This is an optimization exercise on Yosys and OpenROAD, whose aim is small area, a short achievable clock period and few clock cycles, not a production implementation. No run shown here included a check of the RTL's function; only the layout flow was run.

File: flow/config.mk
export PLATFORM = sky130hd
export DESIGN_NAME = matmul
export DESIGN_NICKNAME = matmul
export VERILOG_FILES = /design/flow/design.v
export SDC_FILE = /design/flow/constraint.sdc
export NUM_CORES = 4
export LEC_CHECK = 0
export ABC_CLOCK_PERIOD_IN_PS = 3000
export CAP_MARGIN = 20
export CORE_MARGIN = 2
export CORE_UTILIZATION = 40
export PLACE_DENSITY = 0.6
export SLEW_MARGIN = 20
File: flow/constraint.sdc
create_clock -name core_clock -period 10.0 [get_ports {clk}]
set_input_delay 2.0000 -clock core_clock [delete_from_list [all_inputs] [get_ports {clk}]]
set_output_delay 2.0000 -clock core_clock [all_outputs]
set_load 0.01 [all_outputs]
File: flow/design.v
module matmul
#(
    parameter DIM_BITS = 16,
    parameter MEM_AW = 16,
    parameter MEM_DW = 32,
    parameter PREC = 16)
(
    input [MEM_AW-1:0] aBASE,
    input [DIM_BITS-1:0] aCOLS,
    input [DIM_BITS-1:0] aROWS,
    input [DIM_BITS-1:0] aSTRIDE,
    input [MEM_AW-1:0] bBASE,
    input [DIM_BITS-1:0] bCOLS,
    input [DIM_BITS-1:0] bSTRIDE,
    input [MEM_AW-1:0] cBASE,
    input [DIM_BITS-1:0] cSTRIDE,
    input clk,
    input go,
    input [MEM_DW-1:0] mem_rdata,
    input rst_n,
    output reg [MEM_AW-1:0] mem_addr,
    output reg mem_req,
    output [MEM_DW-1:0] mem_wdata,
    output reg mem_write,
    output reg ret
);
localparam S_IDLE = 2'd0;
localparam S_RD   = 2'd1;
localparam S_GAP  = 2'd2;
localparam S_WR   = 2'd3;
localparam K_A0 = 2'd0;
localparam K_B0 = 2'd1;
localparam K_B1 = 2'd2;
localparam K_A1 = 2'd3;
reg [1:0] st;
reg [1:0] ph;           
reg       gcnt;         
reg       kfirst;       
reg       wpend;        
reg       zero;         
reg       shortk;       
reg       w_r1, w_c1;   
reg       w_nrow;       
reg       w_done;       
reg [15:0] krem, jrem, irem;
reg [15:0] a_row, a_ptr, b_col, b_ptr, c_row, c_ptr;
reg [15:0] a_s, b_s, c_s;   
reg        klast, jlast, ilast, r1, c1;   
reg        bend;         
reg       q_v, d1_v, d2_v;
reg       q_f, d1_f, d2_f;
reg [1:0] q_k, d1_k, d2_k;
wire arr_a0 = d2_v & (d2_k == K_A0);
wire arr_b0 = d2_v & (d2_k == K_B0);
wire arr_b1 = d2_v & (d2_k == K_B1);
wire arr_a1 = d2_v & (d2_k == K_A1);
reg [15:0] ha0, hb0, hb1;
reg [15:0] xr;
reg [8:0] y_one, y_two, y_neg;    
wire [15:0] ysrc = arr_a1 ? hb0 : pend ? hb1 : mem_rdata[15:0];
wire [8:0] ysrc_one, ysrc_two, ysrc_neg;
matmul_booth_enc u_enc (.y(ysrc), .one(ysrc_one), .two(ysrc_two), .neg(ysrc_neg));
reg m_v, m_f, pend;
reg [31:0] ps, pc;       
wire [31:0] ms, mc;
matmul_csmul u_mul (.x(xr), .yone(y_one), .ytwo(y_two), .yneg(y_neg), .s(ms), .c(mc));
wire [31:0] acc_s = acc0 ^ ps ^ pc;
wire [31:0] acc_c = ((acc0 & ps) | (acc0 & pc) | (ps & pc));
reg [31:0] acc0, acc1, acc2, acc3;
assign mem_wdata = acc3;
wire [15:0] a_step2 = {a_s[14:0], 1'b0};
wire [15:0] c_step2 = {c_s[14:0], 1'b0};
reg [1:0]  st_n;
reg [1:0]  ph_n, q_k_n;
reg        mem_req_n, ret_n, q_v_n, q_f_n, mem_write_n;
reg        gcnt_n, kfirst_n, wpend_n, zero_n, shortk_n;
reg        w_r1_n, w_c1_n, w_nrow_n, w_done_n;
reg [15:0] mem_addr_n, krem_n, jrem_n, irem_n;
reg [15:0] abase, aoff;
reg        acin, ajunk;
reg [15:0] a_row_n, a_ptr_n, b_col_n, b_ptr_n, c_row_n, c_ptr_n;
always @* begin
    st_n = st;
    ph_n = ph;
    gcnt_n = gcnt;
    kfirst_n = kfirst;
    wpend_n = wpend;
    zero_n = zero;
    shortk_n = shortk;
    w_r1_n = w_r1;
    w_c1_n = w_c1;
    w_nrow_n = w_nrow;
    w_done_n = w_done;
    krem_n = krem;
    jrem_n = jrem;
    irem_n = irem;
    a_row_n = a_row;
    a_ptr_n = a_ptr;
    b_col_n = b_col;
    b_ptr_n = b_ptr;
    c_row_n = c_row;
    c_ptr_n = c_ptr;
    abase = a_ptr;
    aoff = 16'd0;
    acin = 1'b0;
    mem_write_n = 1'b1;
    mem_req_n = 1'b0;
    ret_n = 1'b0;
    q_v_n = 1'b0;
    q_f_n = kfirst;
    q_k_n = ph;
    case (st)
        S_IDLE: begin
            zero_n = (aCOLS == 16'd0);
            shortk_n = (aCOLS[15:1] == 15'd0);
            krem_n = aCOLS;
            jrem_n = bCOLS;
            irem_n = aROWS;
            a_row_n = aBASE;
            a_ptr_n = aBASE;
            b_col_n = bBASE;
            b_ptr_n = bBASE;
            c_row_n = cBASE;
            c_ptr_n = cBASE;
            kfirst_n = 1'b1;
            wpend_n = 1'b0;
            w_r1_n = 1'b1;
            w_c1_n = 1'b1;
            w_done_n = 1'b1;
            if (go) begin
                if ((aROWS == 16'd0) || (bCOLS == 16'd0)) begin
                    st_n = S_WR;
                    ph_n = 2'd3;
                end
                else begin
                    st_n = S_RD;
                    ph_n = 2'd0;
                end
            end
        end
        S_RD: begin
            mem_req_n = 1'b1;
            mem_write_n = 1'b0;
            q_v_n = 1'b1;
            case (ph)
                2'd0: begin
                    abase = a_ptr;
                    ph_n = 2'd1;
                end
                2'd1: begin
                    abase = b_ptr;
                    ph_n = 2'd2;
                    if (wpend) begin
                        st_n = S_WR;
                        ph_n = 2'd0;
                        wpend_n = 1'b0;
                    end
                end
                2'd2: begin
                    abase = b_ptr;
                    acin = 1'b1;
                    ph_n = 2'd3;
                end
                2'd3: begin
                    abase = a_ptr;
                    aoff = a_s;
                    ph_n = 2'd0;
                    if (!bend) begin
                        krem_n = krem - 16'd1;
                        kfirst_n = 1'b0;
                        a_ptr_n = a_ptr + 16'd1;
                        b_ptr_n = b_ptr + b_s;
                    end
                    else begin
                        kfirst_n = 1'b1;
                        krem_n = aCOLS;
                        w_r1_n = r1;
                        w_c1_n = c1;
                        w_nrow_n = jlast;
                        w_done_n = jlast & ilast;
                        if (!jlast) begin
                            a_ptr_n = a_row;
                            b_col_n = b_col + 16'd2;
                            b_ptr_n = b_col + 16'd2;
                            jrem_n = jrem - 16'd2;
                        end
                        else begin
                            a_row_n = a_row + a_step2;
                            a_ptr_n = a_row + a_step2;
                            b_col_n = bBASE;
                            b_ptr_n = bBASE;
                            jrem_n = bCOLS;
                            irem_n = irem - 16'd2;
                        end
                        if ((jlast & ilast) | shortk) begin
                            st_n = S_GAP;
                            gcnt_n = 1'b0;
                        end
                        else begin
                            wpend_n = 1'b1;
                        end
                    end
                end
            endcase
        end
        S_GAP: begin
            gcnt_n = 1'b1;
            if (gcnt) begin
                st_n = S_WR;
                ph_n = 2'd0;
            end
        end
        S_WR: begin
            mem_write_n = 1'b1;
            case (ph)
                2'd0: begin
                    abase = c_ptr;
                    mem_req_n = 1'b1;
                    ph_n = 2'd1;
                end
                2'd1: begin
                    abase = c_ptr;
                    acin = 1'b1;
                    mem_req_n = ~w_c1;
                    ph_n = 2'd2;
                end
                2'd2: begin
                    abase = c_ptr;
                    aoff = c_s;
                    mem_req_n = ~w_r1;
                    ph_n = 2'd3;
                end
                2'd3: begin
                    abase = mem_addr;
                    acin = 1'b1;
                    mem_req_n = ~w_r1 & ~w_c1;
                    if (w_nrow) begin
                        c_row_n = c_row + c_step2;
                        c_ptr_n = c_row + c_step2;
                    end
                    else begin
                        c_ptr_n = c_ptr + 16'd2;
                    end
                    if (w_done) begin
                        st_n = S_IDLE;
                        ret_n = 1'b1;
                    end
                    else begin
                        st_n = S_RD;
                        ph_n = shortk ? 2'd0 : 2'd2;
                    end
                end
            endcase
        end
    endcase
    {mem_addr_n, ajunk} = {abase, 1'b1} + {aoff, acin};
end
always @(posedge clk or negedge rst_n) begin
    if (~rst_n) begin
        st <= S_IDLE;
        mem_req <= 1'b0;
        ret <= 1'b0;
        q_v <= 1'b0;
        d1_v <= 1'b0;
        d2_v <= 1'b0;
        m_v <= 1'b0;
        pend <= 1'b0;
    end
    else begin
        st <= st_n;
        mem_req <= mem_req_n;
        ret <= ret_n;
        q_v <= q_v_n;
        d1_v <= q_v;
        d2_v <= d1_v;
        m_v <= pend | (d2_v && d2_k != K_A0);
        pend <= ~pend & d2_v & (d2_k == K_A1);
    end
end
always @(posedge clk) begin
    if (st == S_IDLE) begin
        a_s <= aSTRIDE;
        b_s <= bSTRIDE;
        c_s <= cSTRIDE;
    end
    klast <= (krem[15:1] == 15'd0);
    bend <= (st == S_RD) && (ph == 2'd2) && klast;
    jlast <= (jrem[15:2] == 14'd0) && (jrem[1:0] != 2'd3);
    ilast <= (irem[15:2] == 14'd0) && (irem[1:0] != 2'd3);
    r1 <= (irem[15:1] == 15'd0);
    c1 <= (jrem[15:1] == 15'd0);
    ph <= ph_n;
    gcnt <= gcnt_n;
    kfirst <= kfirst_n;
    wpend <= wpend_n;
    zero <= zero_n;
    shortk <= shortk_n;
    w_r1 <= w_r1_n;
    w_c1 <= w_c1_n;
    w_nrow <= w_nrow_n;
    w_done <= w_done_n;
    krem <= krem_n;
    jrem <= jrem_n;
    irem <= irem_n;
    a_row <= a_row_n;
    a_ptr <= a_ptr_n;
    b_col <= b_col_n;
    b_ptr <= b_ptr_n;
    c_row <= c_row_n;
    c_ptr <= c_ptr_n;
    mem_addr <= mem_addr_n;
    mem_write <= mem_write_n;
    q_f <= q_f_n;
    q_k <= q_k_n;
    if (!pend)
        m_f <= d2_f;
end
always @(posedge clk) begin
    d1_f <= q_f;
    d1_k <= q_k;
    d2_f <= d1_f;
    d2_k <= d1_k;
    if (arr_a0) ha0 <= mem_rdata[15:0];
    if (arr_b0) hb0 <= mem_rdata[15:0];
    if (arr_b1) hb1 <= mem_rdata[15:0];
    if (zero)
        xr <= 16'd0;
    else if (arr_b0 | arr_b1)
        xr <= ha0;
    else if (arr_a1)
        xr <= mem_rdata[15:0];
    else if (!pend)
        xr <= 16'd0;
    y_one <= ysrc_one;
    y_two <= ysrc_two;
    y_neg <= ysrc_neg;
    ps <= ms;
    pc <= mc;
    acc3 <= acc_s + {acc_c[30:0], 1'b0};
    acc2 <= acc3;
    acc1 <= acc2;
    acc0 <= (m_v & m_f) ? 32'd0 : acc1;
end
endmodule
module matmul_booth_enc (
    input [15:0] y,
    output [8:0] one,
    output [8:0] two,
    output [8:0] neg
);
assign one[0] = y[0] ^ 1'b0;
assign two[0] = (y[1] & ~y[0] & ~1'b0) | (~y[1] & y[0] & 1'b0);
assign neg[0] = y[1];
assign one[1] = y[2] ^ y[1];
assign two[1] = (y[3] & ~y[2] & ~y[1]) | (~y[3] & y[2] & y[1]);
assign neg[1] = y[3];
assign one[2] = y[4] ^ y[3];
assign two[2] = (y[5] & ~y[4] & ~y[3]) | (~y[5] & y[4] & y[3]);
assign neg[2] = y[5];
assign one[3] = y[6] ^ y[5];
assign two[3] = (y[7] & ~y[6] & ~y[5]) | (~y[7] & y[6] & y[5]);
assign neg[3] = y[7];
assign one[4] = y[8] ^ y[7];
assign two[4] = (y[9] & ~y[8] & ~y[7]) | (~y[9] & y[8] & y[7]);
assign neg[4] = y[9];
assign one[5] = y[10] ^ y[9];
assign two[5] = (y[11] & ~y[10] & ~y[9]) | (~y[11] & y[10] & y[9]);
assign neg[5] = y[11];
assign one[6] = y[12] ^ y[11];
assign two[6] = (y[13] & ~y[12] & ~y[11]) | (~y[13] & y[12] & y[11]);
assign neg[6] = y[13];
assign one[7] = y[14] ^ y[13];
assign two[7] = (y[15] & ~y[14] & ~y[13]) | (~y[15] & y[14] & y[13]);
assign neg[7] = y[15];
assign one[8] = 1'b0 ^ y[15];
assign two[8] = (1'b0 & ~1'b0 & ~y[15]) | (~1'b0 & 1'b0 & y[15]);
assign neg[8] = 1'b0;
endmodule
module matmul_csmul (
    input [15:0] x,
    input [8:0] yone,
    input [8:0] ytwo,
    input [8:0] yneg,
    output [31:0] s,
    output [31:0] c
);
wire one0 = yone[0];
wire two0 = ytwo[0];
wire neg0 = yneg[0];
wire pp0_0 = ((one0 & x[0]) | (two0 & 1'b0)) ^ neg0;
wire pp0_1 = ((one0 & x[1]) | (two0 & x[0])) ^ neg0;
wire pp0_2 = ((one0 & x[2]) | (two0 & x[1])) ^ neg0;
wire pp0_3 = ((one0 & x[3]) | (two0 & x[2])) ^ neg0;
wire pp0_4 = ((one0 & x[4]) | (two0 & x[3])) ^ neg0;
wire pp0_5 = ((one0 & x[5]) | (two0 & x[4])) ^ neg0;
wire pp0_6 = ((one0 & x[6]) | (two0 & x[5])) ^ neg0;
wire pp0_7 = ((one0 & x[7]) | (two0 & x[6])) ^ neg0;
wire pp0_8 = ((one0 & x[8]) | (two0 & x[7])) ^ neg0;
wire pp0_9 = ((one0 & x[9]) | (two0 & x[8])) ^ neg0;
wire pp0_10 = ((one0 & x[10]) | (two0 & x[9])) ^ neg0;
wire pp0_11 = ((one0 & x[11]) | (two0 & x[10])) ^ neg0;
wire pp0_12 = ((one0 & x[12]) | (two0 & x[11])) ^ neg0;
wire pp0_13 = ((one0 & x[13]) | (two0 & x[12])) ^ neg0;
wire pp0_14 = ((one0 & x[14]) | (two0 & x[13])) ^ neg0;
wire pp0_15 = ((one0 & x[15]) | (two0 & x[14])) ^ neg0;
wire pp0_16 = ((one0 & 1'b0) | (two0 & x[15])) ^ neg0;
wire nn0 = ~neg0;
wire one1 = yone[1];
wire two1 = ytwo[1];
wire neg1 = yneg[1];
wire pp1_0 = ((one1 & x[0]) | (two1 & 1'b0)) ^ neg1;
wire pp1_1 = ((one1 & x[1]) | (two1 & x[0])) ^ neg1;
wire pp1_2 = ((one1 & x[2]) | (two1 & x[1])) ^ neg1;
wire pp1_3 = ((one1 & x[3]) | (two1 & x[2])) ^ neg1;
wire pp1_4 = ((one1 & x[4]) | (two1 & x[3])) ^ neg1;
wire pp1_5 = ((one1 & x[5]) | (two1 & x[4])) ^ neg1;
wire pp1_6 = ((one1 & x[6]) | (two1 & x[5])) ^ neg1;
wire pp1_7 = ((one1 & x[7]) | (two1 & x[6])) ^ neg1;
wire pp1_8 = ((one1 & x[8]) | (two1 & x[7])) ^ neg1;
wire pp1_9 = ((one1 & x[9]) | (two1 & x[8])) ^ neg1;
wire pp1_10 = ((one1 & x[10]) | (two1 & x[9])) ^ neg1;
wire pp1_11 = ((one1 & x[11]) | (two1 & x[10])) ^ neg1;
wire pp1_12 = ((one1 & x[12]) | (two1 & x[11])) ^ neg1;
wire pp1_13 = ((one1 & x[13]) | (two1 & x[12])) ^ neg1;
wire pp1_14 = ((one1 & x[14]) | (two1 & x[13])) ^ neg1;
wire pp1_15 = ((one1 & x[15]) | (two1 & x[14])) ^ neg1;
wire pp1_16 = ((one1 & 1'b0) | (two1 & x[15])) ^ neg1;
wire nn1 = ~neg1;
wire one2 = yone[2];
wire two2 = ytwo[2];
wire neg2 = yneg[2];
wire pp2_0 = ((one2 & x[0]) | (two2 & 1'b0)) ^ neg2;
wire pp2_1 = ((one2 & x[1]) | (two2 & x[0])) ^ neg2;
wire pp2_2 = ((one2 & x[2]) | (two2 & x[1])) ^ neg2;
wire pp2_3 = ((one2 & x[3]) | (two2 & x[2])) ^ neg2;
wire pp2_4 = ((one2 & x[4]) | (two2 & x[3])) ^ neg2;
wire pp2_5 = ((one2 & x[5]) | (two2 & x[4])) ^ neg2;
wire pp2_6 = ((one2 & x[6]) | (two2 & x[5])) ^ neg2;
wire pp2_7 = ((one2 & x[7]) | (two2 & x[6])) ^ neg2;
wire pp2_8 = ((one2 & x[8]) | (two2 & x[7])) ^ neg2;
wire pp2_9 = ((one2 & x[9]) | (two2 & x[8])) ^ neg2;
wire pp2_10 = ((one2 & x[10]) | (two2 & x[9])) ^ neg2;
wire pp2_11 = ((one2 & x[11]) | (two2 & x[10])) ^ neg2;
wire pp2_12 = ((one2 & x[12]) | (two2 & x[11])) ^ neg2;
wire pp2_13 = ((one2 & x[13]) | (two2 & x[12])) ^ neg2;
wire pp2_14 = ((one2 & x[14]) | (two2 & x[13])) ^ neg2;
wire pp2_15 = ((one2 & x[15]) | (two2 & x[14])) ^ neg2;
wire pp2_16 = ((one2 & 1'b0) | (two2 & x[15])) ^ neg2;
wire nn2 = ~neg2;
wire one3 = yone[3];
wire two3 = ytwo[3];
wire neg3 = yneg[3];
wire pp3_0 = ((one3 & x[0]) | (two3 & 1'b0)) ^ neg3;
wire pp3_1 = ((one3 & x[1]) | (two3 & x[0])) ^ neg3;
wire pp3_2 = ((one3 & x[2]) | (two3 & x[1])) ^ neg3;
wire pp3_3 = ((one3 & x[3]) | (two3 & x[2])) ^ neg3;
wire pp3_4 = ((one3 & x[4]) | (two3 & x[3])) ^ neg3;
wire pp3_5 = ((one3 & x[5]) | (two3 & x[4])) ^ neg3;
wire pp3_6 = ((one3 & x[6]) | (two3 & x[5])) ^ neg3;
wire pp3_7 = ((one3 & x[7]) | (two3 & x[6])) ^ neg3;
wire pp3_8 = ((one3 & x[8]) | (two3 & x[7])) ^ neg3;
wire pp3_9 = ((one3 & x[9]) | (two3 & x[8])) ^ neg3;
wire pp3_10 = ((one3 & x[10]) | (two3 & x[9])) ^ neg3;
wire pp3_11 = ((one3 & x[11]) | (two3 & x[10])) ^ neg3;
wire pp3_12 = ((one3 & x[12]) | (two3 & x[11])) ^ neg3;
wire pp3_13 = ((one3 & x[13]) | (two3 & x[12])) ^ neg3;
wire pp3_14 = ((one3 & x[14]) | (two3 & x[13])) ^ neg3;
wire pp3_15 = ((one3 & x[15]) | (two3 & x[14])) ^ neg3;
wire pp3_16 = ((one3 & 1'b0) | (two3 & x[15])) ^ neg3;
wire nn3 = ~neg3;
wire one4 = yone[4];
wire two4 = ytwo[4];
wire neg4 = yneg[4];
wire pp4_0 = ((one4 & x[0]) | (two4 & 1'b0)) ^ neg4;
wire pp4_1 = ((one4 & x[1]) | (two4 & x[0])) ^ neg4;
wire pp4_2 = ((one4 & x[2]) | (two4 & x[1])) ^ neg4;
wire pp4_3 = ((one4 & x[3]) | (two4 & x[2])) ^ neg4;
wire pp4_4 = ((one4 & x[4]) | (two4 & x[3])) ^ neg4;
wire pp4_5 = ((one4 & x[5]) | (two4 & x[4])) ^ neg4;
wire pp4_6 = ((one4 & x[6]) | (two4 & x[5])) ^ neg4;
wire pp4_7 = ((one4 & x[7]) | (two4 & x[6])) ^ neg4;
wire pp4_8 = ((one4 & x[8]) | (two4 & x[7])) ^ neg4;
wire pp4_9 = ((one4 & x[9]) | (two4 & x[8])) ^ neg4;
wire pp4_10 = ((one4 & x[10]) | (two4 & x[9])) ^ neg4;
wire pp4_11 = ((one4 & x[11]) | (two4 & x[10])) ^ neg4;
wire pp4_12 = ((one4 & x[12]) | (two4 & x[11])) ^ neg4;
wire pp4_13 = ((one4 & x[13]) | (two4 & x[12])) ^ neg4;
wire pp4_14 = ((one4 & x[14]) | (two4 & x[13])) ^ neg4;
wire pp4_15 = ((one4 & x[15]) | (two4 & x[14])) ^ neg4;
wire pp4_16 = ((one4 & 1'b0) | (two4 & x[15])) ^ neg4;
wire nn4 = ~neg4;
wire one5 = yone[5];
wire two5 = ytwo[5];
wire neg5 = yneg[5];
wire pp5_0 = ((one5 & x[0]) | (two5 & 1'b0)) ^ neg5;
wire pp5_1 = ((one5 & x[1]) | (two5 & x[0])) ^ neg5;
wire pp5_2 = ((one5 & x[2]) | (two5 & x[1])) ^ neg5;
wire pp5_3 = ((one5 & x[3]) | (two5 & x[2])) ^ neg5;
wire pp5_4 = ((one5 & x[4]) | (two5 & x[3])) ^ neg5;
wire pp5_5 = ((one5 & x[5]) | (two5 & x[4])) ^ neg5;
wire pp5_6 = ((one5 & x[6]) | (two5 & x[5])) ^ neg5;
wire pp5_7 = ((one5 & x[7]) | (two5 & x[6])) ^ neg5;
wire pp5_8 = ((one5 & x[8]) | (two5 & x[7])) ^ neg5;
wire pp5_9 = ((one5 & x[9]) | (two5 & x[8])) ^ neg5;
wire pp5_10 = ((one5 & x[10]) | (two5 & x[9])) ^ neg5;
wire pp5_11 = ((one5 & x[11]) | (two5 & x[10])) ^ neg5;
wire pp5_12 = ((one5 & x[12]) | (two5 & x[11])) ^ neg5;
wire pp5_13 = ((one5 & x[13]) | (two5 & x[12])) ^ neg5;
wire pp5_14 = ((one5 & x[14]) | (two5 & x[13])) ^ neg5;
wire pp5_15 = ((one5 & x[15]) | (two5 & x[14])) ^ neg5;
wire pp5_16 = ((one5 & 1'b0) | (two5 & x[15])) ^ neg5;
wire nn5 = ~neg5;
wire one6 = yone[6];
wire two6 = ytwo[6];
wire neg6 = yneg[6];
wire pp6_0 = ((one6 & x[0]) | (two6 & 1'b0)) ^ neg6;
wire pp6_1 = ((one6 & x[1]) | (two6 & x[0])) ^ neg6;
wire pp6_2 = ((one6 & x[2]) | (two6 & x[1])) ^ neg6;
wire pp6_3 = ((one6 & x[3]) | (two6 & x[2])) ^ neg6;
wire pp6_4 = ((one6 & x[4]) | (two6 & x[3])) ^ neg6;
wire pp6_5 = ((one6 & x[5]) | (two6 & x[4])) ^ neg6;
wire pp6_6 = ((one6 & x[6]) | (two6 & x[5])) ^ neg6;
wire pp6_7 = ((one6 & x[7]) | (two6 & x[6])) ^ neg6;
wire pp6_8 = ((one6 & x[8]) | (two6 & x[7])) ^ neg6;
wire pp6_9 = ((one6 & x[9]) | (two6 & x[8])) ^ neg6;
wire pp6_10 = ((one6 & x[10]) | (two6 & x[9])) ^ neg6;
wire pp6_11 = ((one6 & x[11]) | (two6 & x[10])) ^ neg6;
wire pp6_12 = ((one6 & x[12]) | (two6 & x[11])) ^ neg6;
wire pp6_13 = ((one6 & x[13]) | (two6 & x[12])) ^ neg6;
wire pp6_14 = ((one6 & x[14]) | (two6 & x[13])) ^ neg6;
wire pp6_15 = ((one6 & x[15]) | (two6 & x[14])) ^ neg6;
wire pp6_16 = ((one6 & 1'b0) | (two6 & x[15])) ^ neg6;
wire nn6 = ~neg6;
wire one7 = yone[7];
wire two7 = ytwo[7];
wire neg7 = yneg[7];
wire pp7_0 = ((one7 & x[0]) | (two7 & 1'b0)) ^ neg7;
wire pp7_1 = ((one7 & x[1]) | (two7 & x[0])) ^ neg7;
wire pp7_2 = ((one7 & x[2]) | (two7 & x[1])) ^ neg7;
wire pp7_3 = ((one7 & x[3]) | (two7 & x[2])) ^ neg7;
wire pp7_4 = ((one7 & x[4]) | (two7 & x[3])) ^ neg7;
wire pp7_5 = ((one7 & x[5]) | (two7 & x[4])) ^ neg7;
wire pp7_6 = ((one7 & x[6]) | (two7 & x[5])) ^ neg7;
wire pp7_7 = ((one7 & x[7]) | (two7 & x[6])) ^ neg7;
wire pp7_8 = ((one7 & x[8]) | (two7 & x[7])) ^ neg7;
wire pp7_9 = ((one7 & x[9]) | (two7 & x[8])) ^ neg7;
wire pp7_10 = ((one7 & x[10]) | (two7 & x[9])) ^ neg7;
wire pp7_11 = ((one7 & x[11]) | (two7 & x[10])) ^ neg7;
wire pp7_12 = ((one7 & x[12]) | (two7 & x[11])) ^ neg7;
wire pp7_13 = ((one7 & x[13]) | (two7 & x[12])) ^ neg7;
wire pp7_14 = ((one7 & x[14]) | (two7 & x[13])) ^ neg7;
wire pp7_15 = ((one7 & x[15]) | (two7 & x[14])) ^ neg7;
wire pp7_16 = ((one7 & 1'b0) | (two7 & x[15])) ^ neg7;
wire nn7 = ~neg7;
wire one8 = yone[8];
wire two8 = ytwo[8];
wire neg8 = yneg[8];
wire pp8_0 = ((one8 & x[0]) | (two8 & 1'b0)) ^ neg8;
wire pp8_1 = ((one8 & x[1]) | (two8 & x[0])) ^ neg8;
wire pp8_2 = ((one8 & x[2]) | (two8 & x[1])) ^ neg8;
wire pp8_3 = ((one8 & x[3]) | (two8 & x[2])) ^ neg8;
wire pp8_4 = ((one8 & x[4]) | (two8 & x[3])) ^ neg8;
wire pp8_5 = ((one8 & x[5]) | (two8 & x[4])) ^ neg8;
wire pp8_6 = ((one8 & x[6]) | (two8 & x[5])) ^ neg8;
wire pp8_7 = ((one8 & x[7]) | (two8 & x[6])) ^ neg8;
wire pp8_8 = ((one8 & x[8]) | (two8 & x[7])) ^ neg8;
wire pp8_9 = ((one8 & x[9]) | (two8 & x[8])) ^ neg8;
wire pp8_10 = ((one8 & x[10]) | (two8 & x[9])) ^ neg8;
wire pp8_11 = ((one8 & x[11]) | (two8 & x[10])) ^ neg8;
wire pp8_12 = ((one8 & x[12]) | (two8 & x[11])) ^ neg8;
wire pp8_13 = ((one8 & x[13]) | (two8 & x[12])) ^ neg8;
wire pp8_14 = ((one8 & x[14]) | (two8 & x[13])) ^ neg8;
wire pp8_15 = ((one8 & x[15]) | (two8 & x[14])) ^ neg8;
wire s1 = pp0_10 ^ pp1_8;
wire c2 = pp0_10 & pp1_8;
wire s3 = pp0_11 ^ pp1_9;
wire c4 = pp0_11 & pp1_9;
wire s5 = pp0_12 ^ pp1_10 ^ pp2_8;
wire c6 = (pp0_12 & pp1_10) | (pp0_12 & pp2_8) | (pp1_10 & pp2_8);
wire s7 = pp3_6 ^ pp4_4;
wire c8 = pp3_6 & pp4_4;
wire s9 = pp0_13 ^ pp1_11 ^ pp2_9;
wire c10 = (pp0_13 & pp1_11) | (pp0_13 & pp2_9) | (pp1_11 & pp2_9);
wire s11 = pp3_7 ^ pp4_5;
wire c12 = pp3_7 & pp4_5;
wire s13 = pp0_14 ^ pp1_12 ^ pp2_10;
wire c14 = (pp0_14 & pp1_12) | (pp0_14 & pp2_10) | (pp1_12 & pp2_10);
wire s15 = pp3_8 ^ pp4_6 ^ pp5_4;
wire c16 = (pp3_8 & pp4_6) | (pp3_8 & pp5_4) | (pp4_6 & pp5_4);
wire s17 = pp6_2 ^ pp7_0;
wire c18 = pp6_2 & pp7_0;
wire s19 = pp0_15 ^ pp1_13 ^ pp2_11;
wire c20 = (pp0_15 & pp1_13) | (pp0_15 & pp2_11) | (pp1_13 & pp2_11);
wire s21 = pp3_9 ^ pp4_7 ^ pp5_5;
wire c22 = (pp3_9 & pp4_7) | (pp3_9 & pp5_5) | (pp4_7 & pp5_5);
wire s23 = pp6_3 ^ pp7_1;
wire c24 = pp6_3 & pp7_1;
wire s25 = pp0_16 ^ pp1_14 ^ pp2_12;
wire c26 = (pp0_16 & pp1_14) | (pp0_16 & pp2_12) | (pp1_14 & pp2_12);
wire s27 = pp3_10 ^ pp4_8 ^ pp5_6;
wire c28 = (pp3_10 & pp4_8) | (pp3_10 & pp5_6) | (pp4_8 & pp5_6);
wire s29 = pp6_4 ^ pp7_2 ^ pp8_0;
wire c30 = (pp6_4 & pp7_2) | (pp6_4 & pp8_0) | (pp7_2 & pp8_0);
wire s31 = neg0 ^ pp1_15 ^ pp2_13;
wire c32 = (neg0 & pp1_15) | (neg0 & pp2_13) | (pp1_15 & pp2_13);
wire s33 = pp3_11 ^ pp4_9 ^ pp5_7;
wire c34 = (pp3_11 & pp4_9) | (pp3_11 & pp5_7) | (pp4_9 & pp5_7);
wire s35 = pp6_5 ^ pp7_3 ^ pp8_1;
wire c36 = (pp6_5 & pp7_3) | (pp6_5 & pp8_1) | (pp7_3 & pp8_1);
wire s37 = neg0 ^ pp1_16 ^ pp2_14;
wire c38 = (neg0 & pp1_16) | (neg0 & pp2_14) | (pp1_16 & pp2_14);
wire s39 = pp3_12 ^ pp4_10 ^ pp5_8;
wire c40 = (pp3_12 & pp4_10) | (pp3_12 & pp5_8) | (pp4_10 & pp5_8);
wire s41 = pp6_6 ^ pp7_4 ^ pp8_2;
wire c42 = (pp6_6 & pp7_4) | (pp6_6 & pp8_2) | (pp7_4 & pp8_2);
wire s43 = nn0 ^ nn1 ^ pp2_15;
wire c44 = (nn0 & nn1) | (nn0 & pp2_15) | (nn1 & pp2_15);
wire s45 = pp3_13 ^ pp4_11 ^ pp5_9;
wire c46 = (pp3_13 & pp4_11) | (pp3_13 & pp5_9) | (pp4_11 & pp5_9);
wire s47 = pp6_7 ^ pp7_5 ^ pp8_3;
wire c48 = (pp6_7 & pp7_5) | (pp6_7 & pp8_3) | (pp7_5 & pp8_3);
wire s49 = pp2_16 ^ pp3_14 ^ pp4_12;
wire c50 = (pp2_16 & pp3_14) | (pp2_16 & pp4_12) | (pp3_14 & pp4_12);
wire s51 = pp5_10 ^ pp6_8 ^ pp7_6;
wire c52 = (pp5_10 & pp6_8) | (pp5_10 & pp7_6) | (pp6_8 & pp7_6);
wire s53 = pp8_4 ^ 1'b1;
wire c54 = pp8_4 & 1'b1;
wire s55 = nn2 ^ pp3_15 ^ pp4_13;
wire c56 = (nn2 & pp3_15) | (nn2 & pp4_13) | (pp3_15 & pp4_13);
wire s57 = pp5_11 ^ pp6_9 ^ pp7_7;
wire c58 = (pp5_11 & pp6_9) | (pp5_11 & pp7_7) | (pp6_9 & pp7_7);
wire s59 = pp3_16 ^ pp4_14 ^ pp5_12;
wire c60 = (pp3_16 & pp4_14) | (pp3_16 & pp5_12) | (pp4_14 & pp5_12);
wire s61 = pp6_10 ^ pp7_8;
wire c62 = pp6_10 & pp7_8;
wire s63 = nn3 ^ pp4_15 ^ pp5_13;
wire c64 = (nn3 & pp4_15) | (nn3 & pp5_13) | (pp4_15 & pp5_13);
wire s65 = pp4_16 ^ pp5_14;
wire c66 = pp4_16 & pp5_14;
wire s67 = pp0_6 ^ pp1_4;
wire c68 = pp0_6 & pp1_4;
wire s69 = pp0_7 ^ pp1_5;
wire c70 = pp0_7 & pp1_5;
wire s71 = pp0_8 ^ pp1_6 ^ pp2_4;
wire c72 = (pp0_8 & pp1_6) | (pp0_8 & pp2_4) | (pp1_6 & pp2_4);
wire s73 = pp3_2 ^ pp4_0;
wire c74 = pp3_2 & pp4_0;
wire s75 = pp0_9 ^ pp1_7 ^ pp2_5;
wire c76 = (pp0_9 & pp1_7) | (pp0_9 & pp2_5) | (pp1_7 & pp2_5);
wire s77 = pp3_3 ^ pp4_1;
wire c78 = pp3_3 & pp4_1;
wire s79 = pp2_6 ^ pp3_4 ^ pp4_2;
wire c80 = (pp2_6 & pp3_4) | (pp2_6 & pp4_2) | (pp3_4 & pp4_2);
wire s81 = pp5_0 ^ neg5 ^ s1;
wire c82 = (pp5_0 & neg5) | (pp5_0 & s1) | (neg5 & s1);
wire s83 = pp2_7 ^ pp3_5 ^ pp4_3;
wire c84 = (pp2_7 & pp3_5) | (pp2_7 & pp4_3) | (pp3_5 & pp4_3);
wire s85 = pp5_1 ^ s3 ^ c2;
wire c86 = (pp5_1 & s3) | (pp5_1 & c2) | (s3 & c2);
wire s87 = pp5_2 ^ pp6_0 ^ neg6;
wire c88 = (pp5_2 & pp6_0) | (pp5_2 & neg6) | (pp6_0 & neg6);
wire s89 = s5 ^ s7 ^ c4;
wire c90 = (s5 & s7) | (s5 & c4) | (s7 & c4);
wire s91 = pp5_3 ^ pp6_1 ^ s9;
wire c92 = (pp5_3 & pp6_1) | (pp5_3 & s9) | (pp6_1 & s9);
wire s93 = s11 ^ c6 ^ c8;
wire c94 = (s11 & c6) | (s11 & c8) | (c6 & c8);
wire s95 = neg7 ^ s13 ^ s15;
wire c96 = (neg7 & s13) | (neg7 & s15) | (s13 & s15);
wire s97 = s17 ^ c10 ^ c12;
wire c98 = (s17 & c10) | (s17 & c12) | (c10 & c12);
wire s99 = s19 ^ s21 ^ s23;
wire c100 = (s19 & s21) | (s19 & s23) | (s21 & s23);
wire s101 = c14 ^ c16 ^ c18;
wire c102 = (c14 & c16) | (c14 & c18) | (c16 & c18);
wire s103 = s25 ^ s27 ^ s29;
wire c104 = (s25 & s27) | (s25 & s29) | (s27 & s29);
wire s105 = c20 ^ c22 ^ c24;
wire c106 = (c20 & c22) | (c20 & c24) | (c22 & c24);
wire s107 = s31 ^ s33 ^ s35;
wire c108 = (s31 & s33) | (s31 & s35) | (s33 & s35);
wire s109 = c26 ^ c28 ^ c30;
wire c110 = (c26 & c28) | (c26 & c30) | (c28 & c30);
wire s111 = s37 ^ s39 ^ s41;
wire c112 = (s37 & s39) | (s37 & s41) | (s39 & s41);
wire s113 = c32 ^ c34 ^ c36;
wire c114 = (c32 & c34) | (c32 & c36) | (c34 & c36);
wire s115 = s43 ^ s45 ^ s47;
wire c116 = (s43 & s45) | (s43 & s47) | (s45 & s47);
wire s117 = c38 ^ c40 ^ c42;
wire c118 = (c38 & c40) | (c38 & c42) | (c40 & c42);
wire s119 = s49 ^ s51 ^ s53;
wire c120 = (s49 & s51) | (s49 & s53) | (s51 & s53);
wire s121 = c44 ^ c46 ^ c48;
wire c122 = (c44 & c46) | (c44 & c48) | (c46 & c48);
wire s123 = pp8_5 ^ s55 ^ s57;
wire c124 = (pp8_5 & s55) | (pp8_5 & s57) | (s55 & s57);
wire s125 = c50 ^ c52 ^ c54;
wire c126 = (c50 & c52) | (c50 & c54) | (c52 & c54);
wire s127 = pp8_6 ^ 1'b1 ^ s59;
wire c128 = (pp8_6 & 1'b1) | (pp8_6 & s59) | (1'b1 & s59);
wire s129 = s61 ^ c56 ^ c58;
wire c130 = (s61 & c56) | (s61 & c58) | (c56 & c58);
wire s131 = pp6_11 ^ pp7_9 ^ pp8_7;
wire c132 = (pp6_11 & pp7_9) | (pp6_11 & pp8_7) | (pp7_9 & pp8_7);
wire s133 = s63 ^ c60 ^ c62;
wire c134 = (s63 & c60) | (s63 & c62) | (c60 & c62);
wire s135 = pp6_12 ^ pp7_10 ^ pp8_8;
wire c136 = (pp6_12 & pp7_10) | (pp6_12 & pp8_8) | (pp7_10 & pp8_8);
wire s137 = 1'b1 ^ s65 ^ c64;
wire c138 = (1'b1 & s65) | (1'b1 & c64) | (s65 & c64);
wire s139 = nn4 ^ pp5_15 ^ pp6_13;
wire c140 = (nn4 & pp5_15) | (nn4 & pp6_13) | (pp5_15 & pp6_13);
wire s141 = pp7_11 ^ pp8_9 ^ c66;
wire c142 = (pp7_11 & pp8_9) | (pp7_11 & c66) | (pp8_9 & c66);
wire s143 = pp5_16 ^ pp6_14 ^ pp7_12;
wire c144 = (pp5_16 & pp6_14) | (pp5_16 & pp7_12) | (pp6_14 & pp7_12);
wire s145 = pp8_10 ^ 1'b1;
wire c146 = pp8_10 & 1'b1;
wire s147 = nn5 ^ pp6_15 ^ pp7_13;
wire c148 = (nn5 & pp6_15) | (nn5 & pp7_13) | (pp6_15 & pp7_13);
wire s149 = pp6_16 ^ pp7_14;
wire c150 = pp6_16 & pp7_14;
wire s151 = pp0_4 ^ pp1_2;
wire c152 = pp0_4 & pp1_2;
wire s153 = pp0_5 ^ pp1_3;
wire c154 = pp0_5 & pp1_3;
wire s155 = pp2_2 ^ pp3_0 ^ neg3;
wire c156 = (pp2_2 & pp3_0) | (pp2_2 & neg3) | (pp3_0 & neg3);
wire s157 = pp2_3 ^ pp3_1 ^ s69;
wire c158 = (pp2_3 & pp3_1) | (pp2_3 & s69) | (pp3_1 & s69);
wire s159 = neg4 ^ s71 ^ s73;
wire c160 = (neg4 & s71) | (neg4 & s73) | (s71 & s73);
wire s161 = s75 ^ s77 ^ c72;
wire c162 = (s75 & s77) | (s75 & c72) | (s77 & c72);
wire s163 = s79 ^ s81 ^ c76;
wire c164 = (s79 & s81) | (s79 & c76) | (s81 & c76);
wire s165 = s83 ^ s85 ^ c80;
wire c166 = (s83 & s85) | (s83 & c80) | (s85 & c80);
wire s167 = s87 ^ s89 ^ c84;
wire c168 = (s87 & s89) | (s87 & c84) | (s89 & c84);
wire s169 = s91 ^ s93 ^ c88;
wire c170 = (s91 & s93) | (s91 & c88) | (s93 & c88);
wire s171 = s95 ^ s97 ^ c92;
wire c172 = (s95 & s97) | (s95 & c92) | (s97 & c92);
wire s173 = s99 ^ s101 ^ c96;
wire c174 = (s99 & s101) | (s99 & c96) | (s101 & c96);
wire s175 = s103 ^ s105 ^ c100;
wire c176 = (s103 & s105) | (s103 & c100) | (s105 & c100);
wire s177 = s107 ^ s109 ^ c104;
wire c178 = (s107 & s109) | (s107 & c104) | (s109 & c104);
wire s179 = s111 ^ s113 ^ c108;
wire c180 = (s111 & s113) | (s111 & c108) | (s113 & c108);
wire s181 = s115 ^ s117 ^ c112;
wire c182 = (s115 & s117) | (s115 & c112) | (s117 & c112);
wire s183 = s119 ^ s121 ^ c116;
wire c184 = (s119 & s121) | (s119 & c116) | (s121 & c116);
wire s185 = s123 ^ s125 ^ c120;
wire c186 = (s123 & s125) | (s123 & c120) | (s125 & c120);
wire s187 = s127 ^ s129 ^ c124;
wire c188 = (s127 & s129) | (s127 & c124) | (s129 & c124);
wire s189 = s131 ^ s133 ^ c128;
wire c190 = (s131 & s133) | (s131 & c128) | (s133 & c128);
wire s191 = s135 ^ s137 ^ c132;
wire c192 = (s135 & s137) | (s135 & c132) | (s137 & c132);
wire s193 = s139 ^ s141 ^ c136;
wire c194 = (s139 & s141) | (s139 & c136) | (s141 & c136);
wire s195 = s143 ^ s145 ^ c140;
wire c196 = (s143 & s145) | (s143 & c140) | (s145 & c140);
wire s197 = pp8_11 ^ s147 ^ c144;
wire c198 = (pp8_11 & s147) | (pp8_11 & c144) | (s147 & c144);
wire s199 = pp8_12 ^ 1'b1 ^ s149;
wire c200 = (pp8_12 & 1'b1) | (pp8_12 & s149) | (1'b1 & s149);
wire s201 = nn6 ^ pp7_15 ^ pp8_13;
wire c202 = (nn6 & pp7_15) | (nn6 & pp8_13) | (pp7_15 & pp8_13);
wire s203 = pp7_16 ^ pp8_14;
wire c204 = pp7_16 & pp8_14;
wire s205 = pp0_2 ^ pp1_0;
wire c206 = pp0_2 & pp1_0;
wire s207 = pp0_3 ^ pp1_1;
wire c208 = pp0_3 & pp1_1;
wire s209 = pp2_0 ^ neg2 ^ s151;
wire c210 = (pp2_0 & neg2) | (pp2_0 & s151) | (neg2 & s151);
wire s211 = pp2_1 ^ s153 ^ c152;
wire c212 = (pp2_1 & s153) | (pp2_1 & c152) | (s153 & c152);
wire s213 = s67 ^ s155 ^ c154;
wire c214 = (s67 & s155) | (s67 & c154) | (s155 & c154);
wire s215 = c68 ^ s157 ^ c156;
wire c216 = (c68 & s157) | (c68 & c156) | (s157 & c156);
wire s217 = c70 ^ s159 ^ c158;
wire c218 = (c70 & s159) | (c70 & c158) | (s159 & c158);
wire s219 = c74 ^ s161 ^ c160;
wire c220 = (c74 & s161) | (c74 & c160) | (s161 & c160);
wire s221 = c78 ^ s163 ^ c162;
wire c222 = (c78 & s163) | (c78 & c162) | (s163 & c162);
wire s223 = c82 ^ s165 ^ c164;
wire c224 = (c82 & s165) | (c82 & c164) | (s165 & c164);
wire s225 = c86 ^ s167 ^ c166;
wire c226 = (c86 & s167) | (c86 & c166) | (s167 & c166);
wire s227 = c90 ^ s169 ^ c168;
wire c228 = (c90 & s169) | (c90 & c168) | (s169 & c168);
wire s229 = c94 ^ s171 ^ c170;
wire c230 = (c94 & s171) | (c94 & c170) | (s171 & c170);
wire s231 = c98 ^ s173 ^ c172;
wire c232 = (c98 & s173) | (c98 & c172) | (s173 & c172);
wire s233 = c102 ^ s175 ^ c174;
wire c234 = (c102 & s175) | (c102 & c174) | (s175 & c174);
wire s235 = c106 ^ s177 ^ c176;
wire c236 = (c106 & s177) | (c106 & c176) | (s177 & c176);
wire s237 = c110 ^ s179 ^ c178;
wire c238 = (c110 & s179) | (c110 & c178) | (s179 & c178);
wire s239 = c114 ^ s181 ^ c180;
wire c240 = (c114 & s181) | (c114 & c180) | (s181 & c180);
wire s241 = c118 ^ s183 ^ c182;
wire c242 = (c118 & s183) | (c118 & c182) | (s183 & c182);
wire s243 = c122 ^ s185 ^ c184;
wire c244 = (c122 & s185) | (c122 & c184) | (s185 & c184);
wire s245 = c126 ^ s187 ^ c186;
wire c246 = (c126 & s187) | (c126 & c186) | (s187 & c186);
wire s247 = c130 ^ s189 ^ c188;
wire c248 = (c130 & s189) | (c130 & c188) | (s189 & c188);
wire s249 = c134 ^ s191 ^ c190;
wire c250 = (c134 & s191) | (c134 & c190) | (s191 & c190);
wire s251 = c138 ^ s193 ^ c192;
wire c252 = (c138 & s193) | (c138 & c192) | (s193 & c192);
wire s253 = c142 ^ s195 ^ c194;
wire c254 = (c142 & s195) | (c142 & c194) | (s195 & c194);
wire s255 = c146 ^ s197 ^ c196;
wire c256 = (c146 & s197) | (c146 & c196) | (s197 & c196);
wire s257 = c148 ^ s199 ^ c198;
wire c258 = (c148 & s199) | (c148 & c198) | (s199 & c198);
wire s259 = c150 ^ s201 ^ c200;
wire c260 = (c150 & s201) | (c150 & c200) | (s201 & c200);
wire s261 = 1'b1 ^ s203 ^ c202;
wire c262 = (1'b1 & s203) | (1'b1 & c202) | (s203 & c202);
wire s263 = nn7 ^ pp8_15 ^ c204;
wire c264 = (nn7 & pp8_15) | (nn7 & c204) | (pp8_15 & c204);
assign s[0] = pp0_0;
assign c[0] = neg0;
assign s[1] = pp0_1;
assign c[1] = 1'b0;
assign s[2] = neg1;
assign c[2] = s205;
assign s[3] = s207;
assign c[3] = c206;
assign s[4] = s209;
assign c[4] = c208;
assign s[5] = s211;
assign c[5] = c210;
assign s[6] = s213;
assign c[6] = c212;
assign s[7] = s215;
assign c[7] = c214;
assign s[8] = s217;
assign c[8] = c216;
assign s[9] = s219;
assign c[9] = c218;
assign s[10] = s221;
assign c[10] = c220;
assign s[11] = s223;
assign c[11] = c222;
assign s[12] = s225;
assign c[12] = c224;
assign s[13] = s227;
assign c[13] = c226;
assign s[14] = s229;
assign c[14] = c228;
assign s[15] = s231;
assign c[15] = c230;
assign s[16] = s233;
assign c[16] = c232;
assign s[17] = s235;
assign c[17] = c234;
assign s[18] = s237;
assign c[18] = c236;
assign s[19] = s239;
assign c[19] = c238;
assign s[20] = s241;
assign c[20] = c240;
assign s[21] = s243;
assign c[21] = c242;
assign s[22] = s245;
assign c[22] = c244;
assign s[23] = s247;
assign c[23] = c246;
assign s[24] = s249;
assign c[24] = c248;
assign s[25] = s251;
assign c[25] = c250;
assign s[26] = s253;
assign c[26] = c252;
assign s[27] = s255;
assign c[27] = c254;
assign s[28] = s257;
assign c[28] = c256;
assign s[29] = s259;
assign c[29] = c258;
assign s[30] = s261;
assign c[30] = c260;
assign s[31] = s263;
assign c[31] = c262;
endmodule
File: flow/flow/run.sh
#!/bin/bash
# The standard layout, with two changes to how it is made (the SDC and its
# 10 ns clock are unchanged): port buffers use the small buf_1 cell instead of
# the default delay buffer, and repair_timing aims for a larger setup margin.
set -euo pipefail
bash standard.sh 'BUFFER_PORTS_ARGS=-buffer_cell sky130_fd_sc_hd__buf_1' SETUP_SLACK_MARGIN=7 finish > standard_make.log 2>&1
File: flow/standard.sh
#!/bin/bash
# synth_recipe.tcl (not shown) runs the flow's synth.tcl, then flattens the netlist and writes it again
# the make line also repeats each setting of config.mk as NAME=value (left out here)
make -C /OpenROAD-flow-scripts/flow DESIGN_CONFIG=/design/flow/config.mk WORK_HOME=/design/flow/orfs CLKGATE_MAP_FILE= SYNTH_SCRIPT=/design/flow/synth_recipe.tcl "${@:-finish}"
==> flow_metrics.env, run 1 <==
export IMPL_overflow=0
export IMPL_cts_sinks=524
export IMPL_ys_warn_count=1
export IMPL_finalSetupTns_ns=0
export IMPL_cp_cell_sequence="clkbuf_2"
export IMPL_clkLatencyLatePin_ns=0.65
export IMPL_post_route_min_period_ns=3.19
export IMPL_ys_async_sr_fraction_pct=1.72
export IMPL_finalMaxSlewViolations=0
export IMPL_tightest_slew_ns=1.16
export IMPL_first_global_vias=22600
export IMPL_fin_ws_ns=6.81
export IMPL_grt_util_met3_pct=3.33
export IMPL_grt_met1_usage_pct=25.6
export IMPL_dpl_hpwl_um=55100
export IMPL_place_ws_ns=6.10
export IMPL_synth_edff_count=252
export IMPL_fin_area_um2=36000
export IMPL_cp_max_fo=1
export IMPL_final_hold_violation_count=0
export IMPL_fin_cells=4033
export IMPL_whs_ns=0.299
export IMPL_rows=99
export IMPL_cp_start_kind="register"
export IMPL_die_w_um=274
export IMPL_detail_route_first_pass_iterations=6
export IMPL_status="finished clean"
export IMPL_cts_tree="yes"
export IMPL_gp_congestion=0.896
export IMPL_ys_flop_type="dfxtp_1"
export IMPL_syn_to_final_growth_pct=23.1
export IMPL_finClkSkew_ns=0.0369
export IMPL_worstPathRequired_ns=8.00
export IMPL_setup_viol=0
export IMPL_critical_path_max_stage_delay_ns=0.40
export IMPL_wl_um=81500
export IMPL_num_vias=22100
export IMPL_track_usage_pct=21.2
export IMPL_dp_cells=3771
export IMPL_cts_path_max_buffers=3
export IMPL_antenna_found_initial=7
export IMPL_synth_nets=3181
export IMPL_rsz0062_at_grt="yes"
export IMPL_start_util_pct=40.2
export IMPL_grt_pass1_wl_um=125000
export IMPL_use_met2_pct=37.4
export IMPL_clock_fmax_ghz=0.314
export IMPL_root_buffer="clkbuf_16"
export IMPL_synth_largest_area_cell="edfxtp_1"
export IMPL_drt_wirelength_per_cell_um=20.2
export IMPL_yosysTopAreaCellShare_pct=25.9
export IMPL_dr_first_iter_drc_count=1513
export IMPL_max_cap_violations=0
export IMPL_clkTransAtPathRegs_ns=0.07
export IMPL_cts_hold_buffers_added=0
export IMPL_grt_max_degree=78
export IMPL_setup_worst_path_class="register to output port"
export IMPL_die_y_um=274
export IMPL_relSlewSlack_pct=22.1
export IMPL_worst_hold_path_type="register to register"
export IMPL_cts_htree_levels=2
export IMPL_arrival_ns=1.19
export IMPL_postRouteAntennaNets=0
export IMPL_finalCritPeriodShare_pct=31.9
export IMPL_core_area_um2=72600
export IMPL_syn_inst=2735
export IMPL_synth_area_leaders="edfxtp_1 26%, dfxtp_1 18%, fa_1 9.5%, xnor2_1 6.8%, ha_1 5.5%"
export IMPL_path_delay_family="flip-flops"
export IMPL_ys_ff_latch=524
export IMPL_setup_worst_path_end_class="output port"
export IMPL_drc=0
export IMPL_synth_cell_area_um2=29200
export IMPL_portBuffers=213
export IMPL_fin_nets=3468
export IMPL_yosysUniqueCellTypes=78
export IMPL_postLayoutCoreUtil_pct=49.5
export IMPL_ioPinCount=230
export IMPL_cts_buffers=58
export IMPL_busiest_layer="met2"
export IMPL_slowest_stage="dfrtp_1"
export IMPL_seq_area_frac_synth_pct=44.7
export IMPL_drive_above_1_share_pct=21.6
export IMPL_placed_cell_area_um2=31000
export IMPL_postSynthAreaPerCell_um2=10.7
export IMPL_viasPerCell=5.49
export IMPL_dieArea_um2=75200
export IMPL_path_buf_inv=1
synthesized netlist by cell type (all sizes together), types with 24 or more instances:
library cell and n:
dfxtp 263, edfxtp 252, xnor2 227, nand2 195, nor2 162, inv 155
fa 138, o21ai 136, a21oi 133, ha 129, clkbuf 128, a22oi 126
xor2 68, and2 45, a21o 44, mux2i 42, nand3 41, nor3 33
buf 32, mux2 30, nor2b 25, nor4 24
final timing paths:
path / start / end / slack (ns) / cells past startpoint
min in group asynchronous: rst_n / ret / 1.28 / 1
setup / recovery: mem_req / mem_req / 6.81 / 1
hold / removal: q_f / d1_f / 0.30 / 0
hold reg to reg: q_f / d1_f / 0.30 / 0
setup reg to reg: y_two[5] / ps[14] / 6.91 / 9
max in group asynchronous: rst_n / d1_v / 8.34 / 1
timing repair:
action | in CTS | in global routing
gates resized for setup | 369 | 127
setup buffers | 115 | 32
cloned | 3 | 0
endpoints found under the setup margin | 239 | 129
pin swaps | 92 | 116
flip-flops by register name, indices dropped and copies added, names as in the netlist, 31 cells and up:
| signal | flops |
|---|---|
| pc | 31 |
| acc1 | 32 |
| acc0 | 32 |
| ps | 32 |
| acc2 | 32 |
| acc3 | 32 |
kinds of logic (layout without fill, tap and decap cells):
group	count (synthesis)	after routing	share of synthesized area (%)
mux	72	72	2.60
buf+inv	317	654	4.08
xor+xnor	295	295	8.85
fa+ha+maj	267	267	15.0
other cells	0	2	0
flops	524	524	44.7
simple gates	631	631	10.5
compound gates	629	629	14.3
per-layer routing:
metal / routed length (µm) / share of wire (%)
met1: 32600 / 40
met2: 40800 / 50
met3: 4770 / 5.9
met4: 3270 / 4.0
met5: 57 / 0.070
final cells by class:
type | instances | area [µm²]
antenna | 2 | 5.00
tap | 959 | 1200
clock buffer | 85 | 1710
fill | 6509 | 36600
timing repair buffer | 387 | 2870
inverter | 157 | 619
sequential | 524 | 13300
clock inverter | 25 | 213
multi-input combinational | 1894 | 16100
cell usage in the layout, fill, tap and decap left out, types with 61 or more instances in the layout:
cell type,count
a22oi_2,63
nand2_1,194
o21ai_0,117
dfxtp_1,176
ha_1,110
buf_1,162
fa_1,118
buf_4,132
xnor2_1,199
xor2_1,67
nor2_1,158
a22oi_1,63
buf_6,64
edfxtp_1,252
a21oi_1,121
clkbuf_16,61
inv_1,131
==> inputs of run 2 (changes only) <==
--- a/flow/config.mk
+++ b/flow/config.mk
@@ -10,4 +10,4 @@
 export CORE_MARGIN = 2
-export CORE_UTILIZATION = 40
-export PLACE_DENSITY = 0.6
+export CORE_UTILIZATION = 55
+export PLACE_DENSITY = 0.7
 export SLEW_MARGIN = 20
==> run 2 against run 1 <==
Via count up 2.3%. Hold slack better by 0.025 ns. Register-to-register slack worse by 0.07 ns. Die area down 27%. Worst setup slack better by 0.025 ns. Utilization up 18 points. Clock-buffer cell count down 15. Non-clock buffer count up 27. Critical endpoint is now ps[19]. Highest routed layer unchanged.
==> flow_metrics.env, run 2 <==
export IMPL_status="finished clean"
export IMPL_worst_hold_path_type="register to register"
export IMPL_relSlewSlack_pct=28.3
export IMPL_final_hold_violation_count=0
export IMPL_detail_route_first_pass_iterations=6
export IMPL_min_from="acc2[31]"
export IMPL_ys_ff_latch=524
export IMPL_gp_congestion=0.942
export IMPL_syn_to_final_growth_pct=22.4
export IMPL_final_cell_mix="252 x edfxtp_1, 205 x xnor2_1, 195 x nand2_1"
export IMPL_hold_path_endpoint="acc1[31]"
export IMPL_synth_nets=3181
export IMPL_r2r_cells=8
export IMPL_syn_inst=2735
export IMPL_core_area_um2=52600
export IMPL_postSynthAreaPerCell_um2=10.7
export IMPL_ioPinCount=230
export IMPL_yosysTopAreaCellShare_pct=25.9
export IMPL_cts_htree_levels=2
export IMPL_finalCritPeriodShare_pct=31.6
export IMPL_wl_um=80700
export IMPL_dpl_hpwl_um=52300
export IMPL_synth_area_leaders="edfxtp_1 26%, dfxtp_1 18%, fa_1 9.5%, xnor2_1 6.8%, ha_1 5.5%"
export IMPL_num_vias=22600
export IMPL_cts_buffers=56
export IMPL_synth_cell_area_um2=29200
export IMPL_cp_max_fo=8
export IMPL_drc=0
export IMPL_ys_top_cells_by_count="263 x dfxtp_1, 252 x edfxtp_1, 227 x xnor2_1"
export IMPL_rows=84
export IMPL_drive_above_1_share_pct=21.8
export IMPL_synth_edff_count=252
export IMPL_track_usage_pct=28.7
export IMPL_drt_wirelength_per_cell_um=21.3
export IMPL_start_util_pct=55.6
export IMPL_first_global_vias=23000
export IMPL_ys_warn_count=1
export IMPL_hold_depth=0
export IMPL_fin_ws_ns=6.84
export IMPL_max_cap_violations=0
export IMPL_grt_pass1_wl_um=122000
export IMPL_final_common_cell="edfxtp_1"
export IMPL_dr_first_iter_drc_count=1919
export IMPL_post_route_min_period_ns=3.16
export IMPL_worstPathRequired_ns=10.57
export IMPL_clock_fmax_ghz=0.316
export IMPL_setup_worst_path_end_class="register"
export IMPL_cts_path_max_buffers=3
export IMPL_grt_max_degree=60
export IMPL_cts_tree="yes"
export IMPL_seq_area_frac_synth_pct=44.7
export IMPL_worstReg2RegStart="xr[7]"
export IMPL_die_w_um=234
export IMPL_yosysMostFrequentCell="dfxtp_1"
export IMPL_ys_async_sr_fraction_pct=1.72
export IMPL_critical_path_max_stage_delay_ns=0.61
export IMPL_r2r_end="ps[19]"
export IMPL_cts_hold_buffers_added=0
export IMPL_synth_largest_area_cell="edfxtp_1"
export IMPL_antenna_found_initial=5
export IMPL_postRouteAntennaNets=0
export IMPL_slowest_stage="fa_1"
export IMPL_setup_worst_path_class="register to register"
export IMPL_finalMaxSlewViolations=0
export IMPL_rsz0062_at_grt="yes"
export IMPL_overflow=0
export IMPL_path_buf_inv=2
export IMPL_finalSetupTns_ns=0
export IMPL_dieArea_um2=55000
export IMPL_ys_flop_type="dfxtp_1"
export IMPL_r2r_slack_ns=6.84
export IMPL_root_buffer="clkbuf_16"
export IMPL_path_delay_family="adder cells"
export IMPL_finClkSkew_ns=0.0392
export IMPL_cp_cell_sequence="buf_4, a22oi_2, xnor2_1, fa_1, fa_2, fa_1, inv_2, fa_2"
export IMPL_clkTransAtPathRegs_ns=0.06
export IMPL_arrival_ns=3.73
export IMPL_cp_start_kind="register"
export IMPL_clkLatencyLatePin_ns=0.66
export IMPL_die_y_um=234
export IMPL_viasPerCell=5.97
export IMPL_yosysUniqueCellTypes=78
export IMPL_tightest_slew_ns=1.08
export IMPL_setup_viol=0
export IMPL_fin_nets=3494
export IMPL_cts_sinks=524
export IMPL_place_ws_ns=6.05
export IMPL_portBuffers=213
run 2: cell count changes in the layout (fill, tap and decap cells not counted), moves of 5 or more:
cell       change
buf_6         +10
mux2_2         +5
a22oi_2        -7
buf_12         -5
mux2_4         -5
bufinv_16      +8
a22oi_1        +7
xnor2_1        +6
buf_4         +26
clkbuf_1       -8
xnor2_2        -6
run 2: layout make-up:
class                           instances  area [µm²]
Fill cell                            3831       16800
Antenna cell                            4        10.0
Clock buffer                           70        1550
Timing Repair Buffer                  414        2980
Tap cell                              688         861
Clock inverter                         36         505
Sequential cell                       524       13300
Multi-Input combinational cell       1895       16000
Inverter                              157         623
run 2: routing by layer:
metal  vias up  GRT usage [%]  routed length [µm]
met5         -              0                  29
met1     11000           33.2               29700
met4         4           16.6                4990
li1      10300              -                   -
met3       309           4.69                5260
met2       949           50.2               40800
run 2: through the flow:
stage	instance area [µm²]	utilization, %	std cells	hold slack, ns
after floorplan	29900	-	2735	0.310
after global placement	30600	58.3	3499	0.312
after detailed placement	30600	58.3	3499	0.312
after CTS	34900	66.5	3751	0.315
after global routing	35700	68.0	3787	0.329
final	35800	68.0	3788	0.324
run 2: worst max-delay path by stage:
| stage | startpoint | end | slack [ns] | cells past startpoint |
|---|---|---|---|---|
| after CTS | ret | ret | 6.86 | 1 |
| after global placement | st[1] | mem_addr[15] | 6.07 | 13 |
| after detailed placement | st[1] | mem_addr[15] | 6.05 | 13 |
| final | xr[7] | ps[19] | 6.84 | 8 |
| after global routing | xr[14] | ps[14] | 6.77 | 9 |
| after floorplan | y_neg[5] | ps[21] | 6.93 | 11 |
run 2: worst reg2reg max path: cells and delay by family, from the launching register on:
family,cells,cell delay [ns]
adder cells (fa/ha/maj),4,2.08
flip-flops,1,0.41
buffers and inverters,2,0.21
AO/OA/AOI/OAI,1,0.23
XOR/XNOR,1,0.16
run 2: timing repair:
item,CTS,global route
setup buffers,144,33
endpoints found under the setup margin,211,149
gates resized for setup,340,131
cloned,2,0
pin swaps,96,99
run 2: logic make-up after synthesis:
family,after synthesis,share of synthesized area (%)
AND/OR/NAND/NOR,631,10.5
adder cells (fa/ha/maj),267,15.0
multiplexers,72,2.60
XOR/XNOR,295,8.85
buffers and inverters,317,4.08
flip-flops,524,44.7
AO/OA/AOI/OAI,629,14.3

==> separate check: timing with driven ports <==
The results above use ideal ports. As a check the final layouts listed here were re-extracted and re-timed, cells and wires unchanged. Step 1 assumes that a clkbuf_16 drives the clock port and a buf_2 every other input. Step 2 times the ports against the registers' clock, not the clock port: input delays grow and output delays shrink by t, the midpoint of the rising clock arrivals with the driver on. a / b / c = no drivers / after step 1 / after step 2; a / b = the first two.
| run | t (ns) | setup slack, ns | clock arrival spread, ns |
|---|---|---|---|
| run 1 | 0.686 | 6.815 / 6.758 / 6.487 | 0.039 / 0.040 |
| run 2 | 0.701 | 6.839 / 6.813 / 6.619 | 0.039 / 0.039 |
After both steps setup and hold are still met in every run listed. The setup slack of run 1, which loses most, moves by -0.057 ns with the drivers and by -0.328 ns with both steps.
